This is an optimization exercise on Yosys and OpenROAD, whose aim is small area, not a production implementation. At most, simulation tests tie the RTL to the original design; equivalence was not proved.

## iir_biquad_axis
module iir_biquad_axis #(
    parameter integer C_S_AXI_DATA_WIDTH = 32,
    parameter integer C_S_AXI_ADDR_WIDTH = 5,
    parameter integer DATA_WIDTH         = 32    
)(
    input  wire aclk,
    input  wire aresetn,    
    input  wire [DATA_WIDTH-1:0] s_axis_tdata,
    input  wire                  s_axis_tvalid,
    output wire                  s_axis_tready,
    input  wire                  s_axis_tlast,
    output wire [DATA_WIDTH-1:0] m_axis_tdata,
    output reg                   m_axis_tvalid,
    input  wire                  m_axis_tready,
    output reg                   m_axis_tlast,
    input  wire [C_S_AXI_ADDR_WIDTH-1:0] s_axi_awaddr,
    input  wire                          s_axi_awvalid,
    output wire                          s_axi_awready,
    input  wire [C_S_AXI_DATA_WIDTH-1:0] s_axi_wdata,
    input  wire [C_S_AXI_DATA_WIDTH/8-1:0] s_axi_wstrb,
    input  wire                          s_axi_wvalid,
    output wire                          s_axi_wready,
    output wire [1:0]                    s_axi_bresp,
    output wire                          s_axi_bvalid,
    input  wire                          s_axi_bready,
    input  wire [C_S_AXI_ADDR_WIDTH-1:0] s_axi_araddr,
    input  wire                          s_axi_arvalid,
    output wire                          s_axi_arready,
    output wire [C_S_AXI_DATA_WIDTH-1:0] s_axi_rdata,
    output wire [1:0]                    s_axi_rresp,
    output wire                          s_axi_rvalid,
    input  wire                          s_axi_rready
);
    reg [31:0] reg_ctrl;
    reg [31:0] reg_b0;
    reg [31:0] reg_b1;
    reg [31:0] reg_b2;
    reg [31:0] reg_a1;
    reg [31:0] reg_a2;
    reg        axi_awready;
    reg        axi_wready;
    reg        axi_bvalid;
    reg        axi_arready;
    reg [31:0] axi_rdata;
    reg        axi_rvalid;
  ...
For scale: roughly 6500 cells after synthesis, about 360 flip-flops, about 160 I/O pins, about 66000 sq um of cells after synthesis.
export LEC_CHECK = 0
export ABC_AREA = 1
export CAP_MARGIN = 5
export CORE_MARGIN = 2
export CORE_UTILIZATION = 40
export CTS_BUF_LIST = sky130_fd_sc_hd__clkbuf_4
export SLEW_MARGIN = 5
export SYNTH_HIERARCHICAL = 1
create_clock -name core_clock -period 22.0 [get_ports {aclk}]
standard.sh (not shown) runs the stock make flow with config.mk's settings and CLKGATE_MAP_FILE= SYNTH_SCRIPT=/design/flow/synth_recipe.tcl, a recipe that flattens the netlist after the stock synthesis.
==> flow/flow/run.sh <==
#!/bin/bash
# Layout flow: the standard flow, with the port buffers made from the
# smallest buffer cell (buf_1) instead of the resizer's default choice.
set -o pipefail
export BUFFER_PORTS_ARGS="-buffer_cell sky130_fd_sc_hd__buf_1"
bash standard.sh > standard.log 2>&1
The baseline completed with no timing, DRC or antenna violations.
Edit:
--- a/flow/design.v
+++ b/flow/design.v
@@ -143,30 +143,31 @@
                 wire c0 = (i == 0) ? 1'b0 : coefs[16*k + 2*i - 1];
                 iir_benc u_enc (.c2(c2), .c1(c1), .c0(c0),
                                 .one_n(b_one_n[8*k + i]), .two_n(b_two_n[8*k + i]));
                 assign b_neg[8*k + i] = (k >= 3) ? ~c2 : c2;
             end
         end
     endgenerate
-    reg  [15:0] x1_l_n, x2_l_n, y2_l_n, y_l;
-    reg  [15:0] x1_r_n, x2_r_n, y2_r_n, y_r;
+    reg  [15:0] x1_l, x2_l, y2_l, y_l;
+    reg  [15:0] x1_r, x2_r, y2_r, y_r;
     wire [15:0] y1_l, y1_r, yn_l, yn_r;
     wire [33:0] acc_l, acc_r;
-    wire [15:0] xl_n = ~s_axis_tdata[31:16];
-    wire [15:0] xr_n = ~s_axis_tdata[15:0];
-    wire [15:0] y1_l_n = ~y1_l, y1_r_n = ~y1_r;
     always @(posedge aclk) begin
         if (core_reset) begin
-            x1_l_n <= 16'hffff; x2_l_n <= 16'hffff; y2_l_n <= 16'hffff; y_l <= 16'd0;
-            x1_r_n <= 16'hffff; x2_r_n <= 16'hffff; y2_r_n <= 16'hffff; y_r <= 16'd0;
+            x1_l <= 16'd0; x2_l <= 16'd0; y2_l <= 16'd0; y_l <= 16'd0;
+            x1_r <= 16'd0; x2_r <= 16'd0; y2_r <= 16'd0; y_r <= 16'd0;
         end else if (axis_fire) begin
-            x2_l_n <= x1_l_n; x1_l_n <= xl_n; y2_l_n <= y1_l_n; y_l <= yn_l;
-            x2_r_n <= x1_r_n; x1_r_n <= xr_n; y2_r_n <= y1_r_n; y_r <= yn_r;
+            x2_l <= x1_l; x1_l <= s_axis_tdata[31:16]; y2_l <= y1_l; y_l <= yn_l;
+            x2_r <= x1_r; x1_r <= s_axis_tdata[15:0];  y2_r <= y1_r; y_r <= yn_r;
         end
     end
+    wire [15:0] xl_n = ~s_axis_tdata[31:16];
+    wire [15:0] xr_n = ~s_axis_tdata[15:0];
+    wire [15:0] x1_l_n = ~x1_l, x2_l_n = ~x2_l, y1_l_n = ~y1_l, y2_l_n = ~y2_l;
+    wire [15:0] x1_r_n = ~x1_r, x2_r_n = ~x2_r, y1_r_n = ~y1_r, y2_r_n = ~y2_r;
     wire l_p1;
     wire l_p2;
     wire l_p3;
     wire l_p4;
     wire l_p5;
     wire l_p6;
     wire l_p7;
The changed run passed the timing, design-rule and antenna checks.
Flip-flop and latch count does not change.
Global-route usage rises by 1.0 points.
Setup slack degrades by 0.085 ns.
Sequential share of layout area stays flat.
Via count rises by 0.84%.
Clock-buffer cell count falls by 14.
Design area stays flat.
Routed wire length rises by 2.1%.
Synthesized area falls by 0.54%.
Function not checked in the second run of this note: the RTL went through the layout flow alone.

afterwards: timing with drivers on the ports:
The flow's constraints put no driver on any port. The routed layouts listed below were extracted and timed again, unchanged, in two steps.
Step 1 (the two cells are an assumption about what drives the block):
set clk [get_ports {aclk}]
set_driving_cell -lib_cell sky130_fd_sc_hd__clkbuf_16 $clk
set_driving_cell -lib_cell sky130_fd_sc_hd__buf_2 [delete_from_list [all_inputs] $clk]
Step 2, shift: input delay + t, output delay - t, t = (earliest + latest rising clock arrival at the registers) / 2. This alone moves slack from input paths to output paths.
Slacks: ideal ports / drivers / drivers and shift; pairs: ideal ports / drivers.
| run | t (ns) | setup slack, ns | worst setup path after step 2 |
|---|---|---|---|
| the first run | 1.190 | 1.785 / 1.785 / 1.785 | register to register |
| the second run | 1.146 | 1.701 / 1.701 / 1.701 | register to register |
After both steps setup and hold are still met in every run listed.
